Context: an optimization exercise on an open-source flow, tuned for small area and a short achievable clock period. The choices shown serve that exercise and are no tape-out recipe.
Only simulation tests tie the RTL to the original design; equivalence was not proved.
Power is estimated from default activity; no workload was simulated.

File: run.sh
#!/bin/bash
# synth_recipe.tcl (not shown) runs the flow's synth.tcl, then flattens the netlist and writes it again
# the make line also repeats each setting of config.mk as NAME=value (left out here)
make -C /OpenROAD-flow-scripts/flow DESIGN_CONFIG=/design/flow/config.mk WORK_HOME=/design/flow/orfs CLKGATE_MAP_FILE= SYNTH_SCRIPT=/design/flow/synth_recipe.tcl finish
File: config.mk
export PLATFORM = sky130hd
export DESIGN_NAME = basic_pe_array_ws
export DESIGN_NICKNAME = basic_pe_array_ws
export VERILOG_FILES = /design/flow/design.v
export SDC_FILE = /design/flow/constraint.sdc
export NUM_CORES = 4
export LEC_CHECK = 0
export CAP_MARGIN = 20
export CORE_MARGIN = 2
export CORE_UTILIZATION = 40
export SLEW_MARGIN = 20
export SYNTH_HIERARCHICAL = 1
export SYNTH_MINIMUM_KEEP_SIZE = 0
File: design.v
module basic_pe_array_ws (clk, reset, a_vec, b_vec, c_vec);
parameter size=8, row=8, col=8;
input wire clk, reset;
input wire [row*size-1:0] a_vec;
input wire [row*col*size-1:0] b_vec;
output wire [col*row*(2*size+1)-1:0] c_vec;
wire [2*size:0] cw [0:row*col-1];
wire [size-1:0] aw [0:row*col-1];    
genvar r, c;
generate
  for (r = 0; r < row; r = r + 1) begin : gr
    reg [size-1:0] ah [0:col-2];
    always @(posedge clk) begin : sh
      integer i;
      for (i = 0; i < col-1; i = i + 1)
        if (reset) ah[i] <= 0;
        else ah[i] <= aw[row*r+i];
    end
    for (c = 0; c < col; c = c + 1) begin : gc
      wire [size-1:0] bw = b_vec[size*(row*col-1-(row*r+c)) +: size];
      if (c == 0) begin : ga
        assign aw[row*r+c] = a_vec[size*(row-1-r) +: size];
      end else begin : ga
        assign aw[row*r+c] = ah[c-1];
      end
      if (c == 0 && r == 0) begin : pe
        pe_ws_az u (.clk(clk), .reset(reset), .a(aw[row*r+c]), .b(bw), .s({(2*size+1){1'b0}}), .c(cw[row*r+c]));
      end else if (c == 0) begin : pe
        pe_ws_as u (.clk(clk), .reset(reset), .a(aw[row*r+c]), .b(bw), .s(cw[row*(r-1)+c]), .c(cw[row*r+c]));
      end else if (r == 0) begin : pe
        pe_ws_rz u (.clk(clk), .reset(reset), .a(aw[row*r+c]), .b(bw), .s({(2*size+1){1'b0}}), .c(cw[row*r+c]));
      end else begin : pe
        pe_ws_rs u (.clk(clk), .reset(reset), .a(aw[row*r+c]), .b(bw), .s(cw[row*(r-1)+c]), .c(cw[row*r+c]));
      end
      assign c_vec[(2*size+1)*(row*col-1-(row*r+c)) +: 2*size+1] = cw[row*r+c];
    end
  end
endgenerate
endmodule
module pe_ws_rz (clk, reset, a, b, s, c);
input wire clk, reset;
input wire [7:0] a, b;
input wire [16:0] s;
output wire [16:0] c;
  wire pp0_0 = a[0] & b[0];
  wire pp0_1 = a[0] & b[1];
  wire pp0_2 = a[0] & b[2];
  wire pp0_3 = a[0] & b[3];
  wire pp0_4 = a[0] & b[4];
  wire pp0_5 = a[0] & b[5];
  wire pp0_6 = a[0] & b[6];
  wire pp0_7 = a[0] & b[7];
  wire pp1_0 = a[1] & b[0];
  wire pp1_1 = a[1] & b[1];
  wire pp1_2 = a[1] & b[2];
  wire pp1_3 = a[1] & b[3];
  wire pp1_4 = a[1] & b[4];
  wire pp1_5 = a[1] & b[5];
  wire pp1_6 = a[1] & b[6];
  wire pp1_7 = a[1] & b[7];
  wire pp2_0 = a[2] & b[0];
  wire pp2_1 = a[2] & b[1];
  wire pp2_2 = a[2] & b[2];
  wire pp2_3 = a[2] & b[3];
  wire pp2_4 = a[2] & b[4];
  wire pp2_5 = a[2] & b[5];
  wire pp2_6 = a[2] & b[6];
  wire pp2_7 = a[2] & b[7];
  wire pp3_0 = a[3] & b[0];
  wire pp3_1 = a[3] & b[1];
  wire pp3_2 = a[3] & b[2];
  wire pp3_3 = a[3] & b[3];
  wire pp3_4 = a[3] & b[4];
  wire pp3_5 = a[3] & b[5];
  wire pp3_6 = a[3] & b[6];
  wire pp3_7 = a[3] & b[7];
  wire pp4_0 = a[4] & b[0];
  wire pp4_1 = a[4] & b[1];
  wire pp4_2 = a[4] & b[2];
  wire pp4_3 = a[4] & b[3];
  wire pp4_4 = a[4] & b[4];
  wire pp4_5 = a[4] & b[5];
  wire pp4_6 = a[4] & b[6];
  wire pp4_7 = a[4] & b[7];
  wire pp5_0 = a[5] & b[0];
  wire pp5_1 = a[5] & b[1];
  wire pp5_2 = a[5] & b[2];
  wire pp5_3 = a[5] & b[3];
  wire pp5_4 = a[5] & b[4];
  wire pp5_5 = a[5] & b[5];
  wire pp5_6 = a[5] & b[6];
  wire pp5_7 = a[5] & b[7];
  wire pp6_0 = a[6] & b[0];
  wire pp6_1 = a[6] & b[1];
  wire pp6_2 = a[6] & b[2];
  wire pp6_3 = a[6] & b[3];
  wire pp6_4 = a[6] & b[4];
  wire pp6_5 = a[6] & b[5];
  wire pp6_6 = a[6] & b[6];
  wire pp6_7 = a[6] & b[7];
  wire pp7_0 = a[7] & b[0];
  wire pp7_1 = a[7] & b[1];
  wire pp7_2 = a[7] & b[2];
  wire pp7_3 = a[7] & b[3];
  wire pp7_4 = a[7] & b[4];
  wire pp7_5 = a[7] & b[5];
  wire pp7_6 = a[7] & b[6];
  wire pp7_7 = a[7] & b[7];
  wire w1, w2;
  ha_ws h3 (.a(pp0_6), .b(pp1_5), .s(w1), .co(w2));
  wire w4, w5;
  fa_ws f6 (.a(pp0_7), .b(pp1_6), .ci(pp2_5), .s(w4), .co(w5));
  wire w7, w8;
  ha_ws h9 (.a(pp3_4), .b(pp4_3), .s(w7), .co(w8));
  wire w10, w11;
  fa_ws f12 (.a(pp1_7), .b(pp2_6), .ci(pp3_5), .s(w10), .co(w11));
  wire w13, w14;
  ha_ws h15 (.a(pp4_4), .b(pp5_3), .s(w13), .co(w14));
  wire w16, w17;
  fa_ws f18 (.a(pp2_7), .b(pp3_6), .ci(pp4_5), .s(w16), .co(w17));
  wire w19, w20;
  ha_ws h21 (.a(pp0_4), .b(pp1_3), .s(w19), .co(w20));
  wire w22, w23;
  fa_ws f24 (.a(pp0_5), .b(pp1_4), .ci(pp2_3), .s(w22), .co(w23));
  wire w25, w26;
  ha_ws h27 (.a(pp3_2), .b(pp4_1), .s(w25), .co(w26));
  wire w28, w29;
  fa_ws f30 (.a(pp2_4), .b(pp3_3), .ci(pp4_2), .s(w28), .co(w29));
  wire w31, w32;
  fa_ws f33 (.a(pp5_1), .b(pp6_0), .ci(w1), .s(w31), .co(w32));
  wire w34, w35;
  fa_ws f36 (.a(pp5_2), .b(pp6_1), .ci(pp7_0), .s(w34), .co(w35));
  wire w37, w38;
  fa_ws f39 (.a(w2), .b(w7), .ci(w34), .s(w37), .co(w38));
  wire w40, w41;
  fa_ws f42 (.a(pp6_2), .b(pp7_1), .ci(w8), .s(w40), .co(w41));
  wire w43, w44;
  fa_ws f45 (.a(w13), .b(w5), .ci(w10), .s(w43), .co(w44));
  wire w46, w47;
  fa_ws f48 (.a(pp5_4), .b(pp6_3), .ci(pp7_2), .s(w46), .co(w47));
  wire w49, w50;
  fa_ws f51 (.a(w14), .b(w11), .ci(w16), .s(w49), .co(w50));
  wire w52, w53;
  fa_ws f54 (.a(pp3_7), .b(pp4_6), .ci(pp5_5), .s(w52), .co(w53));
  wire w55, w56;
  fa_ws f57 (.a(pp6_4), .b(pp7_3), .ci(w17), .s(w55), .co(w56));
  wire w58, w59;
  fa_ws f60 (.a(pp4_7), .b(pp5_6), .ci(pp6_5), .s(w58), .co(w59));
  wire w61, w62;
  ha_ws h63 (.a(pp0_3), .b(pp1_2), .s(w61), .co(w62));
  wire w64, w65;
  fa_ws f66 (.a(pp2_2), .b(pp3_1), .ci(pp4_0), .s(w64), .co(w65));
  wire w67, w68;
  fa_ws f69 (.a(pp5_0), .b(w20), .ci(w25), .s(w67), .co(w68));
  wire w70, w71;
  fa_ws f72 (.a(w26), .b(w23), .ci(w28), .s(w70), .co(w71));
  wire w73, w74;
  fa_ws f75 (.a(w29), .b(w4), .ci(w32), .s(w73), .co(w74));
  wire w76, w77;
  fa_ws f78 (.a(w35), .b(w40), .ci(w38), .s(w76), .co(w77));
  wire w79, w80;
  fa_ws f81 (.a(w46), .b(w41), .ci(w44), .s(w79), .co(w80));
  wire w82, w83;
  fa_ws f84 (.a(w47), .b(w52), .ci(w50), .s(w82), .co(w83));
  wire w85, w86;
  fa_ws f87 (.a(pp7_4), .b(w53), .ci(w58), .s(w85), .co(w86));
  wire w88, w89;
  fa_ws f90 (.a(pp5_7), .b(pp6_6), .ci(pp7_5), .s(w88), .co(w89));
  wire w91, w92;
  ha_ws h93 (.a(pp0_2), .b(pp1_1), .s(w91), .co(w92));
  wire w94, w95;
  fa_ws f96 (.a(pp2_1), .b(pp3_0), .ci(w61), .s(w94), .co(w95));
  wire w97, w98;
  fa_ws f99 (.a(w62), .b(w19), .ci(w64), .s(w97), .co(w98));
  wire w100, w101;
  fa_ws f102 (.a(w65), .b(w22), .ci(w67), .s(w100), .co(w101));
  wire w103, w104;
  fa_ws f105 (.a(w68), .b(w31), .ci(w70), .s(w103), .co(w104));
  wire w106, w107;
  fa_ws f108 (.a(w71), .b(w37), .ci(w73), .s(w106), .co(w107));
  wire w109, w110;
  fa_ws f111 (.a(w43), .b(w74), .ci(w76), .s(w109), .co(w110));
  wire w112, w113;
  fa_ws f114 (.a(w49), .b(w77), .ci(w79), .s(w112), .co(w113));
  wire w115, w116;
  fa_ws f117 (.a(w55), .b(w80), .ci(w82), .s(w115), .co(w116));
  wire w118, w119;
  fa_ws f120 (.a(w56), .b(w85), .ci(w83), .s(w118), .co(w119));
  wire w121, w122;
  fa_ws f123 (.a(w59), .b(w88), .ci(w86), .s(w121), .co(w122));
  wire w124, w125;
  fa_ws f126 (.a(pp6_7), .b(pp7_6), .ci(w89), .s(w124), .co(w125));
  wire w127, w128;
  ha_ws h129 (.a(pp0_1), .b(pp1_0), .s(w127), .co(w128));
  wire w130, w131;
  fa_ws f132 (.a(pp2_0), .b(w128), .ci(w91), .s(w130), .co(w131));
  wire w133, w134;
  fa_ws f135 (.a(w92), .b(w131), .ci(w94), .s(w133), .co(w134));
  wire w136, w137;
  fa_ws f138 (.a(w95), .b(w97), .ci(w134), .s(w136), .co(w137));
  wire w139, w140;
  ha_ws h141 (.a(w101), .b(w103), .s(w139), .co(w140));
  wire w142, w143;
  ha_ws h144 (.a(w124), .b(w122), .s(w142), .co(w143));
  reg [14:0] r0;
  wire [14:0] d0 = {pp7_7, w142, w121, w116, w113, w110, w107, w104, w139, w98, w136, w133, w130, w127, pp0_0};
  always @(posedge clk) begin
    if (reset) r0 <= 0;
    else r0 <= d0;
  end
  wire [16:0] q0 = {2'b0, r0};
  reg [14:5] r1;
  wire [14:5] d1 = {w125, 1'b0, w119, w118, w115, w112, w109, w106, 1'b0, w100};
  always @(posedge clk) begin
    if (reset) r1 <= 0;
    else r1 <= d1;
  end
  wire [16:0] q1 = {2'b0, r1, 5'b0};
  reg [14:5] r2;
  wire [14:5] d2 = {w143, 1'b0, 1'b0, 1'b0, 1'b0, 1'b0, 1'b0, w140, 1'b0, w137};
  always @(posedge clk) begin
    if (reset) r2 <= 0;
    else r2 <= d2;
  end
  wire [16:0] q2 = {2'b0, r2, 5'b0};
  assign c = q0 + q1 + q2;
endmodule
module pe_ws_rs (clk, reset, a, b, s, c);
input wire clk, reset;
input wire [7:0] a, b;
input wire [16:0] s;
output wire [16:0] c;
  wire pp0_0 = a[0] & b[0];
  wire pp0_1 = a[0] & b[1];
  wire pp0_2 = a[0] & b[2];
  wire pp0_3 = a[0] & b[3];
  wire pp0_4 = a[0] & b[4];
  wire pp0_5 = a[0] & b[5];
  wire pp0_6 = a[0] & b[6];
  wire pp0_7 = a[0] & b[7];
  wire pp1_0 = a[1] & b[0];
  wire pp1_1 = a[1] & b[1];
  wire pp1_2 = a[1] & b[2];
  wire pp1_3 = a[1] & b[3];
  wire pp1_4 = a[1] & b[4];
  wire pp1_5 = a[1] & b[5];
  wire pp1_6 = a[1] & b[6];
  wire pp1_7 = a[1] & b[7];
  wire pp2_0 = a[2] & b[0];
  wire pp2_1 = a[2] & b[1];
  wire pp2_2 = a[2] & b[2];
  wire pp2_3 = a[2] & b[3];
  wire pp2_4 = a[2] & b[4];
  wire pp2_5 = a[2] & b[5];
  wire pp2_6 = a[2] & b[6];
  wire pp2_7 = a[2] & b[7];
  wire pp3_0 = a[3] & b[0];
  wire pp3_1 = a[3] & b[1];
  wire pp3_2 = a[3] & b[2];
  wire pp3_3 = a[3] & b[3];
  wire pp3_4 = a[3] & b[4];
  wire pp3_5 = a[3] & b[5];
  wire pp3_6 = a[3] & b[6];
  wire pp3_7 = a[3] & b[7];
  wire pp4_0 = a[4] & b[0];
  wire pp4_1 = a[4] & b[1];
  wire pp4_2 = a[4] & b[2];
  wire pp4_3 = a[4] & b[3];
  wire pp4_4 = a[4] & b[4];
  wire pp4_5 = a[4] & b[5];
  wire pp4_6 = a[4] & b[6];
  wire pp4_7 = a[4] & b[7];
  wire pp5_0 = a[5] & b[0];
  wire pp5_1 = a[5] & b[1];
  wire pp5_2 = a[5] & b[2];
  wire pp5_3 = a[5] & b[3];
  wire pp5_4 = a[5] & b[4];
  wire pp5_5 = a[5] & b[5];
  wire pp5_6 = a[5] & b[6];
  wire pp5_7 = a[5] & b[7];
  wire pp6_0 = a[6] & b[0];
  wire pp6_1 = a[6] & b[1];
  wire pp6_2 = a[6] & b[2];
  wire pp6_3 = a[6] & b[3];
  wire pp6_4 = a[6] & b[4];
  wire pp6_5 = a[6] & b[5];
  wire pp6_6 = a[6] & b[6];
  wire pp6_7 = a[6] & b[7];
  wire pp7_0 = a[7] & b[0];
  wire pp7_1 = a[7] & b[1];
  wire pp7_2 = a[7] & b[2];
  wire pp7_3 = a[7] & b[3];
  wire pp7_4 = a[7] & b[4];
  wire pp7_5 = a[7] & b[5];
  wire pp7_6 = a[7] & b[6];
  wire pp7_7 = a[7] & b[7];
  wire w1, w2;
  ha_ws h3 (.a(s[5]), .b(pp0_5), .s(w1), .co(w2));
  wire w4, w5;
  fa_ws f6 (.a(s[6]), .b(pp0_6), .ci(pp1_5), .s(w4), .co(w5));
  wire w7, w8;
  ha_ws h9 (.a(pp2_4), .b(pp3_3), .s(w7), .co(w8));
  wire w10, w11;
  fa_ws f12 (.a(s[7]), .b(pp0_7), .ci(pp1_6), .s(w10), .co(w11));
  wire w13, w14;
  fa_ws f15 (.a(pp2_5), .b(pp3_4), .ci(pp4_3), .s(w13), .co(w14));
  wire w16, w17;
  ha_ws h18 (.a(pp5_2), .b(pp6_1), .s(w16), .co(w17));
  wire w19, w20;
  fa_ws f21 (.a(s[8]), .b(pp1_7), .ci(pp2_6), .s(w19), .co(w20));
  wire w22, w23;
  fa_ws f24 (.a(pp3_5), .b(pp4_4), .ci(pp5_3), .s(w22), .co(w23));
  wire w25, w26;
  ha_ws h27 (.a(pp6_2), .b(pp7_1), .s(w25), .co(w26));
  wire w28, w29;
  fa_ws f30 (.a(s[9]), .b(pp2_7), .ci(pp3_6), .s(w28), .co(w29));
  wire w31, w32;
  fa_ws f33 (.a(pp4_5), .b(pp5_4), .ci(pp6_3), .s(w31), .co(w32));
  wire w34, w35;
  fa_ws f36 (.a(s[10]), .b(pp3_7), .ci(pp4_6), .s(w34), .co(w35));
  wire w37, w38;
  ha_ws h39 (.a(s[3]), .b(pp0_3), .s(w37), .co(w38));
  wire w40, w41;
  fa_ws f42 (.a(s[4]), .b(pp0_4), .ci(pp1_3), .s(w40), .co(w41));
  wire w43, w44;
  ha_ws h45 (.a(pp2_2), .b(pp3_1), .s(w43), .co(w44));
  wire w46, w47;
  fa_ws f48 (.a(pp1_4), .b(pp2_3), .ci(pp3_2), .s(w46), .co(w47));
  wire w49, w50;
  fa_ws f51 (.a(pp4_1), .b(pp5_0), .ci(w1), .s(w49), .co(w50));
  wire w52, w53;
  fa_ws f54 (.a(pp4_2), .b(pp5_1), .ci(pp6_0), .s(w52), .co(w53));
  wire w55, w56;
  fa_ws f57 (.a(w2), .b(w7), .ci(w4), .s(w55), .co(w56));
  wire w58, w59;
  fa_ws f60 (.a(pp7_0), .b(w8), .ci(w16), .s(w58), .co(w59));
  wire w61, w62;
  fa_ws f63 (.a(w5), .b(w10), .ci(w13), .s(w61), .co(w62));
  wire w64, w65;
  fa_ws f66 (.a(w17), .b(w25), .ci(w11), .s(w64), .co(w65));
  wire w67, w68;
  fa_ws f69 (.a(w14), .b(w19), .ci(w22), .s(w67), .co(w68));
  wire w70, w71;
  fa_ws f72 (.a(pp7_2), .b(w26), .ci(w20), .s(w70), .co(w71));
  wire w73, w74;
  fa_ws f75 (.a(w23), .b(w28), .ci(w31), .s(w73), .co(w74));
  wire w76, w77;
  fa_ws f78 (.a(pp5_5), .b(pp6_4), .ci(pp7_3), .s(w76), .co(w77));
  wire w79, w80;
  fa_ws f81 (.a(w29), .b(w32), .ci(w34), .s(w79), .co(w80));
  wire w82, w83;
  fa_ws f84 (.a(s[11]), .b(pp4_7), .ci(pp5_6), .s(w82), .co(w83));
  wire w85, w86;
  fa_ws f87 (.a(pp6_5), .b(pp7_4), .ci(w35), .s(w85), .co(w86));
  wire w88, w89;
  fa_ws f90 (.a(s[12]), .b(pp5_7), .ci(pp6_6), .s(w88), .co(w89));
  wire w91, w92;
  ha_ws h93 (.a(s[2]), .b(pp0_2), .s(w91), .co(w92));
  wire w94, w95;
  fa_ws f96 (.a(pp1_2), .b(pp2_1), .ci(pp3_0), .s(w94), .co(w95));
  wire w97, w98;
  fa_ws f99 (.a(pp4_0), .b(w38), .ci(w43), .s(w97), .co(w98));
  wire w100, w101;
  fa_ws f102 (.a(w44), .b(w41), .ci(w46), .s(w100), .co(w101));
  wire w103, w104;
  fa_ws f105 (.a(w47), .b(w52), .ci(w50), .s(w103), .co(w104));
  wire w106, w107;
  fa_ws f108 (.a(w53), .b(w58), .ci(w56), .s(w106), .co(w107));
  wire w109, w110;
  fa_ws f111 (.a(w59), .b(w62), .ci(w64), .s(w109), .co(w110));
  wire w112, w113;
  fa_ws f114 (.a(w65), .b(w68), .ci(w70), .s(w112), .co(w113));
  wire w115, w116;
  fa_ws f117 (.a(w76), .b(w71), .ci(w74), .s(w115), .co(w116));
  wire w118, w119;
  fa_ws f120 (.a(w77), .b(w82), .ci(w80), .s(w118), .co(w119));
  wire w121, w122;
  fa_ws f123 (.a(pp7_5), .b(w83), .ci(w88), .s(w121), .co(w122));
  wire w124, w125;
  fa_ws f126 (.a(s[13]), .b(pp6_7), .ci(pp7_6), .s(w124), .co(w125));
  wire w127, w128;
  ha_ws h129 (.a(s[1]), .b(pp0_1), .s(w127), .co(w128));
  wire w130, w131;
  fa_ws f132 (.a(pp1_1), .b(pp2_0), .ci(w91), .s(w130), .co(w131));
  wire w133, w134;
  fa_ws f135 (.a(w92), .b(w37), .ci(w94), .s(w133), .co(w134));
  wire w136, w137;
  fa_ws f138 (.a(w95), .b(w40), .ci(w97), .s(w136), .co(w137));
  wire w139, w140;
  fa_ws f141 (.a(w98), .b(w49), .ci(w100), .s(w139), .co(w140));
  wire w142, w143;
  fa_ws f144 (.a(w101), .b(w55), .ci(w103), .s(w142), .co(w143));
  wire w145, w146;
  fa_ws f147 (.a(w61), .b(w104), .ci(w106), .s(w145), .co(w146));
  wire w148, w149;
  fa_ws f150 (.a(w67), .b(w107), .ci(w109), .s(w148), .co(w149));
  wire w151, w152;
  fa_ws f153 (.a(w73), .b(w110), .ci(w112), .s(w151), .co(w152));
  wire w154, w155;
  fa_ws f156 (.a(w79), .b(w113), .ci(w115), .s(w154), .co(w155));
  wire w157, w158;
  fa_ws f159 (.a(w85), .b(w116), .ci(w118), .s(w157), .co(w158));
  wire w160, w161;
  fa_ws f162 (.a(w86), .b(w121), .ci(w119), .s(w160), .co(w161));
  wire w163, w164;
  fa_ws f165 (.a(w89), .b(w124), .ci(w122), .s(w163), .co(w164));
  wire w166, w167;
  fa_ws f168 (.a(s[14]), .b(pp7_7), .ci(w125), .s(w166), .co(w167));
  wire w169, w170;
  ha_ws h171 (.a(s[0]), .b(pp0_0), .s(w169), .co(w170));
  wire w172, w173;
  fa_ws f174 (.a(pp1_0), .b(w170), .ci(w127), .s(w172), .co(w173));
  wire w175, w176;
  fa_ws f177 (.a(w128), .b(w173), .ci(w130), .s(w175), .co(w176));
  wire w178, w179;
  fa_ws f180 (.a(w131), .b(w133), .ci(w176), .s(w178), .co(w179));
  wire w181, w182;
  ha_ws h183 (.a(w137), .b(w139), .s(w181), .co(w182));
  wire w184, w185;
  ha_ws h186 (.a(w166), .b(w164), .s(w184), .co(w185));
  reg [16:0] r0;
  wire [16:0] d0 = {s[16], s[15], w184, w163, w158, w155, w152, w149, w146, w143, w140, w181, w134, w178, w175, w172, w169};
  always @(posedge clk) begin
    if (reset) r0 <= 0;
    else r0 <= d0;
  end
  wire [16:0] q0 = {r0};
  reg [15:4] r1;
  wire [15:4] d1 = {w167, 1'b0, w161, w160, w157, w154, w151, w148, w145, w142, 1'b0, w136};
  always @(posedge clk) begin
    if (reset) r1 <= 0;
    else r1 <= d1;
  end
  wire [16:0] q1 = {1'b0, r1, 4'b0};
  reg [15:4] r2;
  wire [15:4] d2 = {w185, 1'b0, 1'b0, 1'b0, 1'b0, 1'b0, 1'b0, 1'b0, 1'b0, w182, 1'b0, w179};
  always @(posedge clk) begin
    if (reset) r2 <= 0;
    else r2 <= d2;
  end
  wire [16:0] q2 = {1'b0, r2, 4'b0};
  assign c = q0 + q1 + q2;
endmodule
module pe_ws_az (clk, reset, a, b, s, c);
input wire clk, reset;
input wire [7:0] a, b;
input wire [16:0] s;
output wire [16:0] c;
  wire pp0_0 = a[0] & b[0];
  wire pp0_1 = a[0] & b[1];
  wire pp0_2 = a[0] & b[2];
  wire pp0_3 = a[0] & b[3];
  wire pp0_4 = a[0] & b[4];
  wire pp0_5 = a[0] & b[5];
  wire pp0_6 = a[0] & b[6];
  wire pp0_7 = a[0] & b[7];
  wire pp1_0 = a[1] & b[0];
  wire pp1_1 = a[1] & b[1];
  wire pp1_2 = a[1] & b[2];
  wire pp1_3 = a[1] & b[3];
  wire pp1_4 = a[1] & b[4];
  wire pp1_5 = a[1] & b[5];
  wire pp1_6 = a[1] & b[6];
  wire pp1_7 = a[1] & b[7];
  wire pp2_0 = a[2] & b[0];
  wire pp2_1 = a[2] & b[1];
  wire pp2_2 = a[2] & b[2];
  wire pp2_3 = a[2] & b[3];
  wire pp2_4 = a[2] & b[4];
  wire pp2_5 = a[2] & b[5];
  wire pp2_6 = a[2] & b[6];
  wire pp2_7 = a[2] & b[7];
  wire pp3_0 = a[3] & b[0];
  wire pp3_1 = a[3] & b[1];
  wire pp3_2 = a[3] & b[2];
  wire pp3_3 = a[3] & b[3];
  wire pp3_4 = a[3] & b[4];
  wire pp3_5 = a[3] & b[5];
  wire pp3_6 = a[3] & b[6];
  wire pp3_7 = a[3] & b[7];
  wire pp4_0 = a[4] & b[0];
  wire pp4_1 = a[4] & b[1];
  wire pp4_2 = a[4] & b[2];
  wire pp4_3 = a[4] & b[3];
  wire pp4_4 = a[4] & b[4];
  wire pp4_5 = a[4] & b[5];
  wire pp4_6 = a[4] & b[6];
  wire pp4_7 = a[4] & b[7];
  wire pp5_0 = a[5] & b[0];
  wire pp5_1 = a[5] & b[1];
  wire pp5_2 = a[5] & b[2];
  wire pp5_3 = a[5] & b[3];
  wire pp5_4 = a[5] & b[4];
  wire pp5_5 = a[5] & b[5];
  wire pp5_6 = a[5] & b[6];
  wire pp5_7 = a[5] & b[7];
  wire pp6_0 = a[6] & b[0];
  wire pp6_1 = a[6] & b[1];
  wire pp6_2 = a[6] & b[2];
  wire pp6_3 = a[6] & b[3];
  wire pp6_4 = a[6] & b[4];
  wire pp6_5 = a[6] & b[5];
  wire pp6_6 = a[6] & b[6];
  wire pp6_7 = a[6] & b[7];
  wire pp7_0 = a[7] & b[0];
  wire pp7_1 = a[7] & b[1];
  wire pp7_2 = a[7] & b[2];
  wire pp7_3 = a[7] & b[3];
  wire pp7_4 = a[7] & b[4];
  wire pp7_5 = a[7] & b[5];
  wire pp7_6 = a[7] & b[6];
  wire pp7_7 = a[7] & b[7];
  wire w1, w2;
  ha_ws h3 (.a(pp0_6), .b(pp1_5), .s(w1), .co(w2));
  wire w4, w5;
  fa_ws f6 (.a(pp0_7), .b(pp1_6), .ci(pp2_5), .s(w4), .co(w5));
  wire w7, w8;
  ha_ws h9 (.a(pp3_4), .b(pp4_3), .s(w7), .co(w8));
  wire w10, w11;
  fa_ws f12 (.a(pp1_7), .b(pp2_6), .ci(pp3_5), .s(w10), .co(w11));
  wire w13, w14;
  ha_ws h15 (.a(pp4_4), .b(pp5_3), .s(w13), .co(w14));
  wire w16, w17;
  fa_ws f18 (.a(pp2_7), .b(pp3_6), .ci(pp4_5), .s(w16), .co(w17));
  wire w19, w20;
  ha_ws h21 (.a(pp0_4), .b(pp1_3), .s(w19), .co(w20));
  wire w22, w23;
  fa_ws f24 (.a(pp0_5), .b(pp1_4), .ci(pp2_3), .s(w22), .co(w23));
  wire w25, w26;
  ha_ws h27 (.a(pp3_2), .b(pp4_1), .s(w25), .co(w26));
  wire w28, w29;
  fa_ws f30 (.a(pp2_4), .b(pp3_3), .ci(pp4_2), .s(w28), .co(w29));
  wire w31, w32;
  fa_ws f33 (.a(pp5_1), .b(pp6_0), .ci(w1), .s(w31), .co(w32));
  wire w34, w35;
  fa_ws f36 (.a(pp5_2), .b(pp6_1), .ci(pp7_0), .s(w34), .co(w35));
  wire w37, w38;
  fa_ws f39 (.a(w2), .b(w7), .ci(w34), .s(w37), .co(w38));
  wire w40, w41;
  fa_ws f42 (.a(pp6_2), .b(pp7_1), .ci(w8), .s(w40), .co(w41));
  wire w43, w44;
  fa_ws f45 (.a(w13), .b(w5), .ci(w10), .s(w43), .co(w44));
  wire w46, w47;
  fa_ws f48 (.a(pp5_4), .b(pp6_3), .ci(pp7_2), .s(w46), .co(w47));
  wire w49, w50;
  fa_ws f51 (.a(w14), .b(w11), .ci(w16), .s(w49), .co(w50));
  wire w52, w53;
  fa_ws f54 (.a(pp3_7), .b(pp4_6), .ci(pp5_5), .s(w52), .co(w53));
  wire w55, w56;
  fa_ws f57 (.a(pp6_4), .b(pp7_3), .ci(w17), .s(w55), .co(w56));
  wire w58, w59;
  fa_ws f60 (.a(pp4_7), .b(pp5_6), .ci(pp6_5), .s(w58), .co(w59));
  wire w61, w62;
  ha_ws h63 (.a(pp0_3), .b(pp1_2), .s(w61), .co(w62));
  wire w64, w65;
  fa_ws f66 (.a(pp2_2), .b(pp3_1), .ci(pp4_0), .s(w64), .co(w65));
  wire w67, w68;
  fa_ws f69 (.a(pp5_0), .b(w20), .ci(w25), .s(w67), .co(w68));
  wire w70, w71;
  fa_ws f72 (.a(w26), .b(w23), .ci(w28), .s(w70), .co(w71));
  wire w73, w74;
  fa_ws f75 (.a(w29), .b(w4), .ci(w32), .s(w73), .co(w74));
  wire w76, w77;
  fa_ws f78 (.a(w35), .b(w40), .ci(w38), .s(w76), .co(w77));
  wire w79, w80;
  fa_ws f81 (.a(w46), .b(w41), .ci(w44), .s(w79), .co(w80));
  wire w82, w83;
  fa_ws f84 (.a(w47), .b(w52), .ci(w50), .s(w82), .co(w83));
  wire w85, w86;
  fa_ws f87 (.a(pp7_4), .b(w53), .ci(w58), .s(w85), .co(w86));
  wire w88, w89;
  fa_ws f90 (.a(pp5_7), .b(pp6_6), .ci(pp7_5), .s(w88), .co(w89));
  wire w91, w92;
  ha_ws h93 (.a(pp0_2), .b(pp1_1), .s(w91), .co(w92));
  wire w94, w95;
  fa_ws f96 (.a(pp2_1), .b(pp3_0), .ci(w61), .s(w94), .co(w95));
  wire w97, w98;
  fa_ws f99 (.a(w62), .b(w19), .ci(w64), .s(w97), .co(w98));
  wire w100, w101;
  fa_ws f102 (.a(w65), .b(w22), .ci(w67), .s(w100), .co(w101));
  wire w103, w104;
  fa_ws f105 (.a(w68), .b(w31), .ci(w70), .s(w103), .co(w104));
  wire w106, w107;
  fa_ws f108 (.a(w71), .b(w37), .ci(w73), .s(w106), .co(w107));
  wire w109, w110;
  fa_ws f111 (.a(w43), .b(w74), .ci(w76), .s(w109), .co(w110));
  wire w112, w113;
  fa_ws f114 (.a(w49), .b(w77), .ci(w79), .s(w112), .co(w113));
  wire w115, w116;
  fa_ws f117 (.a(w55), .b(w80), .ci(w82), .s(w115), .co(w116));
  wire w118, w119;
  fa_ws f120 (.a(w56), .b(w85), .ci(w83), .s(w118), .co(w119));
  wire w121, w122;
  fa_ws f123 (.a(w59), .b(w88), .ci(w86), .s(w121), .co(w122));
  wire w124, w125;
  fa_ws f126 (.a(pp6_7), .b(pp7_6), .ci(w89), .s(w124), .co(w125));
  wire w127, w128;
  ha_ws h129 (.a(pp0_1), .b(pp1_0), .s(w127), .co(w128));
  wire w130, w131;
  fa_ws f132 (.a(pp2_0), .b(w128), .ci(w91), .s(w130), .co(w131));
  wire w133, w134;
  fa_ws f135 (.a(w92), .b(w131), .ci(w94), .s(w133), .co(w134));
  wire w136, w137;
  fa_ws f138 (.a(w95), .b(w97), .ci(w134), .s(w136), .co(w137));
  wire w139, w140;
  ha_ws h141 (.a(w101), .b(w103), .s(w139), .co(w140));
  wire w142, w143;
  ha_ws h144 (.a(w124), .b(w122), .s(w142), .co(w143));
  reg [14:0] r0;
  wire [14:0] d0 = {pp7_7, w142, w121, w116, w113, w110, w107, w104, w139, w98, w136, w133, w130, w127, pp0_0};
  always @(posedge clk) begin
    if (reset) r0 <= 0;
    else r0 <= d0;
  end
  wire [16:0] q0 = {2'b0, r0};
  reg [14:5] r1;
  wire [14:5] d1 = {w125, 1'b0, w119, w118, w115, w112, w109, w106, 1'b0, w100};
  always @(posedge clk) begin
    if (reset) r1 <= 0;
    else r1 <= d1;
  end
  wire [16:0] q1 = {2'b0, r1, 5'b0};
  reg [14:5] r2;
  wire [14:5] d2 = {w143, 1'b0, 1'b0, 1'b0, 1'b0, 1'b0, 1'b0, w140, 1'b0, w137};
  always @(posedge clk) begin
    if (reset) r2 <= 0;
    else r2 <= d2;
  end
  wire [16:0] q2 = {2'b0, r2, 5'b0};
  assign c = q0 + q1 + q2;
endmodule
module pe_ws_as (clk, reset, a, b, s, c);
input wire clk, reset;
input wire [7:0] a, b;
input wire [16:0] s;
output wire [16:0] c;
  wire pp0_0 = a[0] & b[0];
  wire pp0_1 = a[0] & b[1];
  wire pp0_2 = a[0] & b[2];
  wire pp0_3 = a[0] & b[3];
  wire pp0_4 = a[0] & b[4];
  wire pp0_5 = a[0] & b[5];
  wire pp0_6 = a[0] & b[6];
  wire pp0_7 = a[0] & b[7];
  wire pp1_0 = a[1] & b[0];
  wire pp1_1 = a[1] & b[1];
  wire pp1_2 = a[1] & b[2];
  wire pp1_3 = a[1] & b[3];
  wire pp1_4 = a[1] & b[4];
  wire pp1_5 = a[1] & b[5];
  wire pp1_6 = a[1] & b[6];
  wire pp1_7 = a[1] & b[7];
  wire pp2_0 = a[2] & b[0];
  wire pp2_1 = a[2] & b[1];
  wire pp2_2 = a[2] & b[2];
  wire pp2_3 = a[2] & b[3];
  wire pp2_4 = a[2] & b[4];
  wire pp2_5 = a[2] & b[5];
  wire pp2_6 = a[2] & b[6];
  wire pp2_7 = a[2] & b[7];
  wire pp3_0 = a[3] & b[0];
  wire pp3_1 = a[3] & b[1];
  wire pp3_2 = a[3] & b[2];
  wire pp3_3 = a[3] & b[3];
  wire pp3_4 = a[3] & b[4];
  wire pp3_5 = a[3] & b[5];
  wire pp3_6 = a[3] & b[6];
  wire pp3_7 = a[3] & b[7];
  wire pp4_0 = a[4] & b[0];
  wire pp4_1 = a[4] & b[1];
  wire pp4_2 = a[4] & b[2];
  wire pp4_3 = a[4] & b[3];
  wire pp4_4 = a[4] & b[4];
  wire pp4_5 = a[4] & b[5];
  wire pp4_6 = a[4] & b[6];
  wire pp4_7 = a[4] & b[7];
  wire pp5_0 = a[5] & b[0];
  wire pp5_1 = a[5] & b[1];
  wire pp5_2 = a[5] & b[2];
  wire pp5_3 = a[5] & b[3];
  wire pp5_4 = a[5] & b[4];
  wire pp5_5 = a[5] & b[5];
  wire pp5_6 = a[5] & b[6];
  wire pp5_7 = a[5] & b[7];
  wire pp6_0 = a[6] & b[0];
  wire pp6_1 = a[6] & b[1];
  wire pp6_2 = a[6] & b[2];
  wire pp6_3 = a[6] & b[3];
  wire pp6_4 = a[6] & b[4];
  wire pp6_5 = a[6] & b[5];
  wire pp6_6 = a[6] & b[6];
  wire pp6_7 = a[6] & b[7];
  wire pp7_0 = a[7] & b[0];
  wire pp7_1 = a[7] & b[1];
  wire pp7_2 = a[7] & b[2];
  wire pp7_3 = a[7] & b[3];
  wire pp7_4 = a[7] & b[4];
  wire pp7_5 = a[7] & b[5];
  wire pp7_6 = a[7] & b[6];
  wire pp7_7 = a[7] & b[7];
  wire w1, w2;
  ha_ws h3 (.a(s[5]), .b(pp0_5), .s(w1), .co(w2));
  wire w4, w5;
  fa_ws f6 (.a(s[6]), .b(pp0_6), .ci(pp1_5), .s(w4), .co(w5));
  wire w7, w8;
  ha_ws h9 (.a(pp2_4), .b(pp3_3), .s(w7), .co(w8));
  wire w10, w11;
  fa_ws f12 (.a(s[7]), .b(pp0_7), .ci(pp1_6), .s(w10), .co(w11));
  wire w13, w14;
  fa_ws f15 (.a(pp2_5), .b(pp3_4), .ci(pp4_3), .s(w13), .co(w14));
  wire w16, w17;
  ha_ws h18 (.a(pp5_2), .b(pp6_1), .s(w16), .co(w17));
  wire w19, w20;
  fa_ws f21 (.a(s[8]), .b(pp1_7), .ci(pp2_6), .s(w19), .co(w20));
  wire w22, w23;
  fa_ws f24 (.a(pp3_5), .b(pp4_4), .ci(pp5_3), .s(w22), .co(w23));
  wire w25, w26;
  ha_ws h27 (.a(pp6_2), .b(pp7_1), .s(w25), .co(w26));
  wire w28, w29;
  fa_ws f30 (.a(s[9]), .b(pp2_7), .ci(pp3_6), .s(w28), .co(w29));
  wire w31, w32;
  fa_ws f33 (.a(pp4_5), .b(pp5_4), .ci(pp6_3), .s(w31), .co(w32));
  wire w34, w35;
  fa_ws f36 (.a(s[10]), .b(pp3_7), .ci(pp4_6), .s(w34), .co(w35));
  wire w37, w38;
  ha_ws h39 (.a(s[3]), .b(pp0_3), .s(w37), .co(w38));
  wire w40, w41;
  fa_ws f42 (.a(s[4]), .b(pp0_4), .ci(pp1_3), .s(w40), .co(w41));
  wire w43, w44;
  ha_ws h45 (.a(pp2_2), .b(pp3_1), .s(w43), .co(w44));
  wire w46, w47;
  fa_ws f48 (.a(pp1_4), .b(pp2_3), .ci(pp3_2), .s(w46), .co(w47));
  wire w49, w50;
  fa_ws f51 (.a(pp4_1), .b(pp5_0), .ci(w1), .s(w49), .co(w50));
  wire w52, w53;
  fa_ws f54 (.a(pp4_2), .b(pp5_1), .ci(pp6_0), .s(w52), .co(w53));
  wire w55, w56;
  fa_ws f57 (.a(w2), .b(w7), .ci(w4), .s(w55), .co(w56));
  wire w58, w59;
  fa_ws f60 (.a(pp7_0), .b(w8), .ci(w16), .s(w58), .co(w59));
  wire w61, w62;
  fa_ws f63 (.a(w5), .b(w10), .ci(w13), .s(w61), .co(w62));
  wire w64, w65;
  fa_ws f66 (.a(w17), .b(w25), .ci(w11), .s(w64), .co(w65));
  wire w67, w68;
  fa_ws f69 (.a(w14), .b(w19), .ci(w22), .s(w67), .co(w68));
  wire w70, w71;
  fa_ws f72 (.a(pp7_2), .b(w26), .ci(w20), .s(w70), .co(w71));
  wire w73, w74;
  fa_ws f75 (.a(w23), .b(w28), .ci(w31), .s(w73), .co(w74));
  wire w76, w77;
  fa_ws f78 (.a(pp5_5), .b(pp6_4), .ci(pp7_3), .s(w76), .co(w77));
  wire w79, w80;
  fa_ws f81 (.a(w29), .b(w32), .ci(w34), .s(w79), .co(w80));
  wire w82, w83;
  fa_ws f84 (.a(s[11]), .b(pp4_7), .ci(pp5_6), .s(w82), .co(w83));
  wire w85, w86;
  fa_ws f87 (.a(pp6_5), .b(pp7_4), .ci(w35), .s(w85), .co(w86));
  wire w88, w89;
  fa_ws f90 (.a(s[12]), .b(pp5_7), .ci(pp6_6), .s(w88), .co(w89));
  wire w91, w92;
  ha_ws h93 (.a(s[2]), .b(pp0_2), .s(w91), .co(w92));
  wire w94, w95;
  fa_ws f96 (.a(pp1_2), .b(pp2_1), .ci(pp3_0), .s(w94), .co(w95));
  wire w97, w98;
  fa_ws f99 (.a(pp4_0), .b(w38), .ci(w43), .s(w97), .co(w98));
  wire w100, w101;
  fa_ws f102 (.a(w44), .b(w41), .ci(w46), .s(w100), .co(w101));
  wire w103, w104;
  fa_ws f105 (.a(w47), .b(w52), .ci(w50), .s(w103), .co(w104));
  wire w106, w107;
  fa_ws f108 (.a(w53), .b(w58), .ci(w56), .s(w106), .co(w107));
  wire w109, w110;
  fa_ws f111 (.a(w59), .b(w62), .ci(w64), .s(w109), .co(w110));
  wire w112, w113;
  fa_ws f114 (.a(w65), .b(w68), .ci(w70), .s(w112), .co(w113));
  wire w115, w116;
  fa_ws f117 (.a(w76), .b(w71), .ci(w74), .s(w115), .co(w116));
  wire w118, w119;
  fa_ws f120 (.a(w77), .b(w82), .ci(w80), .s(w118), .co(w119));
  wire w121, w122;
  fa_ws f123 (.a(pp7_5), .b(w83), .ci(w88), .s(w121), .co(w122));
  wire w124, w125;
  fa_ws f126 (.a(s[13]), .b(pp6_7), .ci(pp7_6), .s(w124), .co(w125));
  wire w127, w128;
  ha_ws h129 (.a(s[1]), .b(pp0_1), .s(w127), .co(w128));
  wire w130, w131;
  fa_ws f132 (.a(pp1_1), .b(pp2_0), .ci(w91), .s(w130), .co(w131));
  wire w133, w134;
  fa_ws f135 (.a(w92), .b(w37), .ci(w94), .s(w133), .co(w134));
  wire w136, w137;
  fa_ws f138 (.a(w95), .b(w40), .ci(w97), .s(w136), .co(w137));
  wire w139, w140;
  fa_ws f141 (.a(w98), .b(w49), .ci(w100), .s(w139), .co(w140));
  wire w142, w143;
  fa_ws f144 (.a(w101), .b(w55), .ci(w103), .s(w142), .co(w143));
  wire w145, w146;
  fa_ws f147 (.a(w61), .b(w104), .ci(w106), .s(w145), .co(w146));
  wire w148, w149;
  fa_ws f150 (.a(w67), .b(w107), .ci(w109), .s(w148), .co(w149));
  wire w151, w152;
  fa_ws f153 (.a(w73), .b(w110), .ci(w112), .s(w151), .co(w152));
  wire w154, w155;
  fa_ws f156 (.a(w79), .b(w113), .ci(w115), .s(w154), .co(w155));
  wire w157, w158;
  fa_ws f159 (.a(w85), .b(w116), .ci(w118), .s(w157), .co(w158));
  wire w160, w161;
  fa_ws f162 (.a(w86), .b(w121), .ci(w119), .s(w160), .co(w161));
  wire w163, w164;
  fa_ws f165 (.a(w89), .b(w124), .ci(w122), .s(w163), .co(w164));
  wire w166, w167;
  fa_ws f168 (.a(s[14]), .b(pp7_7), .ci(w125), .s(w166), .co(w167));
  wire w169, w170;
  ha_ws h171 (.a(s[0]), .b(pp0_0), .s(w169), .co(w170));
  wire w172, w173;
  fa_ws f174 (.a(pp1_0), .b(w170), .ci(w127), .s(w172), .co(w173));
  wire w175, w176;
  fa_ws f177 (.a(w128), .b(w173), .ci(w130), .s(w175), .co(w176));
  wire w178, w179;
  fa_ws f180 (.a(w131), .b(w133), .ci(w176), .s(w178), .co(w179));
  wire w181, w182;
  ha_ws h183 (.a(w137), .b(w139), .s(w181), .co(w182));
  wire w184, w185;
  ha_ws h186 (.a(w166), .b(w164), .s(w184), .co(w185));
  reg [16:0] r0;
  wire [16:0] d0 = {s[16], s[15], w184, w163, w158, w155, w152, w149, w146, w143, w140, w181, w134, w178, w175, w172, w169};
  always @(posedge clk) begin
    if (reset) r0 <= 0;
    else r0 <= d0;
  end
  wire [16:0] q0 = {r0};
  reg [15:4] r1;
  wire [15:4] d1 = {w167, 1'b0, w161, w160, w157, w154, w151, w148, w145, w142, 1'b0, w136};
  always @(posedge clk) begin
    if (reset) r1 <= 0;
    else r1 <= d1;
  end
  wire [16:0] q1 = {1'b0, r1, 4'b0};
  reg [15:4] r2;
  wire [15:4] d2 = {w185, 1'b0, 1'b0, 1'b0, 1'b0, 1'b0, 1'b0, 1'b0, 1'b0, w182, 1'b0, w179};
  always @(posedge clk) begin
    if (reset) r2 <= 0;
    else r2 <= d2;
  end
  wire [16:0] q2 = {1'b0, r2, 4'b0};
  assign c = q0 + q1 + q2;
endmodule
module fa_ws (a, b, ci, s, co);
input wire a, b, ci;
output wire s, co;
assign s = a ^ b ^ ci;
assign co = (a & b) | (ci & (a ^ b));
endmodule
module ha_ws (a, b, s, co);
input wire a, b;
output wire s, co;
assign s = a ^ b;
assign co = a & b;
endmodule
File: constraint.sdc
create_clock -name core_clock -period 9.0 [get_ports {clk}]
set_input_delay 1.8000 -clock core_clock [delete_from_list [all_inputs] [get_ports {clk}]]
set_output_delay 1.8000 -clock core_clock [all_outputs]
set_load 0.01 [all_outputs]
==> run summary <==
- Outcome: timing/DRC/antenna clean
- Die Footprint: 512000 sq um
- Worst-Margin Slew: approximately 1.2 ns
- Skew-Pair Late Insertion Delay: 0.98 ns
- Clock sink count: 2336
- Initial DRC Count: 6496
- Port-buffer cells: 1665
- Synthesized area: 202000 sq um
- Number of CTS-inserted buffers: slightly above 300
- RSZ-0062 raised after global routing: no
- Ports: 1666
- Syn-to-layout area delta: 16.2%
- Post-Syn Nets: between 20000 and 25000
- Fin. Hold Viols: 0
- Die extent in y: approximately 700 um
- H-tree depth: 5
- Crit path arrival time: 4.27 ns
- Finish-stage setup viols: 0
- Clock Tree Buf Depth: 4
- Num rows: 261
- Max Cap Viol: 0
- Slew Viols, Final: 0
- Nets: roughly 25000
- CP Class: register to primary output
- Via count: 132000
- Overall Global Routing Usage: around 25%
- Detailed Place HPWL: 533000 um
- Avg Inst Size Synth: 11.3 sq um
- Pwr Density: 166 nW/um^2
- DP Area: 225000 sq um
- Chip width: 715 um
- Global-route wire length before repair: 941000 um
- Worst Skew: 0.0621 ns
- DP Worst Slack: around 3.5 ns
- Pleak: 113 nW
- Initial antenna violation count: 178
- VDD IR max: 0.214 mV
- Remaining global-route overflow: 0
- Number of global-route vias before repair: roughly 140k
- Final wirelength: between 600000 and 700000 um
- Max Fanout on Critical Path: 4
- RD Place Congestion: 0.917
- Final Core Density: a little under half
- Post-route DRC: 0
- Rel. slew slack: about 18%
- Root Buffer Master: clkbuf_16
- Largest net degree at the start of global routing: 193
- Tcrit/Tclk final: 67.4%
- Synthesized instance count: roughly 18000
- Wire per inst: 23.9 um
- # hold bufs at CTS: 0
- Post-CTS Setup Inserts: 0
- Final Cell Area: ~240000 sq um
- Worst min path class: register to register
- Drt first pass iters: 5
- Setup ws final: 2.93 ns
- CTS tree: yes
- Min cycle time layout: 6.07 ns
- Worst EP required: 7.20 ns
- Startpoint Class: register
- Post-CTS sizing: 0
- CTS clock-pin slew for the worst setup and hold paths: approximately 0.050 ns
- Crit. End Element: primary output
- Post-route ant nets: 0
- Peak Freq: 165 MHz
- Core area: between 500000 and 600000 sq um
- Starting Density: between 40% and 50%
- Vias/cell: 4.98
- Synth warnings: 27
- Share of cells above drive strength 1: 5.30%
- Setup tns final: 0 ns
## path summary, 6_finish.rpt
check,end,depth (start not counted),slack [ns],from
hold reg to reg,gr[0].gc[7].genblk2.genblk1.pe.u.r0[14]$_SDFF_PP0_,2,0.55,gr[0].ah[6][7]$_SDFF_PP0_
setup reg to reg,gr[4].gc[4].genblk2.genblk1.pe.u.r0[14]$_SDFF_PP0_,11,4.51,gr[3].gc[4].genblk2.genblk1.pe.u.r0[6]$_SDFF_PP0_
hold / removal,gr[0].gc[7].genblk2.genblk1.pe.u.r0[14]$_SDFF_PP0_,2,0.55,gr[0].ah[6][7]$_SDFF_PP0_
setup / recovery,c_vec[607],7,2.93,gr[3].gc[4].genblk2.genblk1.pe.u.r0[6]$_SDFF_PP0_
## state kept, by name, indices dropped and copies added, names as in the netlist
| register | count |
|---|---|
| gr.ah | 448 |
| gr.gc.genblk2.pe.u.r1 | 70 |
| gr.gc.genblk2.genblk1.pe.u.r2 | 168 |
| gr.gc.genblk2.pe.u.r0 | 119 |
| gr.gc.genblk2.pe.u.r2 | 21 |
| gr.gc.pe.u.r1 | 8 |
| gr.gc.pe.u.r0 | 15 |
| gr.gc.pe.u.r2 | 3 |
| gr.gc.genblk2.genblk1.pe.u.r1 | 546 |
| gr.gc.genblk2.genblk1.pe.u.r0 | 938 |
## layer usage
| metal | GRT usage, % | wire length (um) |
|---|---|---|
| met3 | 5.51 | 38900 |
| met5 | 0 | 674 |
| met4 | 14.8 | 45800 |
| met1 | 30.5 | 261000 |
| met2 | 39.4 | 287000 |
## placed cells by master, fill, tap and decap left out, drive strengths merged, types with 22 or more instances in the layout
cell	count
and2	4087
fa	3352
nor2b	2369
dfxtp	2336
ha	1752
clkdlybuf4s50	1664
a21oi	499
inv	473
clkbuf	386
xnor2	375
nor2	342
nand3	218
nand2	190
xor2	157
nand4	154
nor3	105
o311ai	98
and3	79
a31oi	78
o21a	71
diode	69
clkinv	66
o21bai	64
o21ai	63
or3	50
nand3b	49
o2111ai	49
or2b	49
o31ai	49
and2b	49
or4b	49
a21boi	49
or2	49
a211oi	49
a21o	43
buf	43
bufinv	40
clkinvlp	22
## report_power, final
group          internal (mW)  total (mW)  switching, mW
combinational           6.50        14.3           7.82
sequential              11.3        11.8          0.509
clock                   7.79        12.9           5.13
total                   25.6        39.0           13.5
## layout make-up
cell class | instances | area, sq um
Tap cell | 6706 | 8390
Timing Repair Buffer | 1707 | 17200
Inverter | 453 | 1700
Sequential cell | 2336 | 46800
Clock inverter | 148 | 2110
Fill cell | 46800 | 269000
Antenna cell | 69 | 173
Clock buffer | 386 | 8400
Multi-Input combinational cell | 14700 | 151000
## per-stage QoR
stage / std cells / hold slack [ns] / total power [mW]
6_report: 26500 / 0.555 / 39.0
5_1_grt: 26400 / 0.579 / 41.6
4_1_cts: 26400 / 0.560 / 39.7
3_5_place_dp: 25900 / 0.551 / 26.5
3_3_place_gp: 25900 / 0.557 / 26.4
2_1_floorplan: 18000 / 0.461 / 20.3
## worst max-delay path, cell delays in order (launching register included)
cell,delay (ns)
dfxtp_1,0.31
fa_1,0.42
ha_1,0.35
nand4_1,0.14
a21boi_0,0.12
o21a_1,0.23
o311ai_2,1.02
clkdlybuf4s50_1,0.72

## port drivers added, routing unchanged
No port has a modelled driver above. Below, the same layout with a new extraction and two added sets of constraints.
Step 1 assumes that a clkbuf_16 drives the clock port and a buf_2 every other input.
Step 2 adds t to the input delays and takes it off the output delays; t is the mean of the earliest and latest rising clock arrival at the registers after step 1. Input paths then give back, and output paths get back, about the clock's delay inside the block.
Three values: no drivers, after step 1, after step 2; two values: the first two.
t, ns: 1.078
slack for setup (ns): 2.934 / 2.802 / 3.880
worst hold slack (ns): 0.555 / 0.555 / 0.555
After both steps this run still meets setup and hold. The setup slack of this run moves by -0.132 ns with the drivers and by +0.946 ns with both steps.
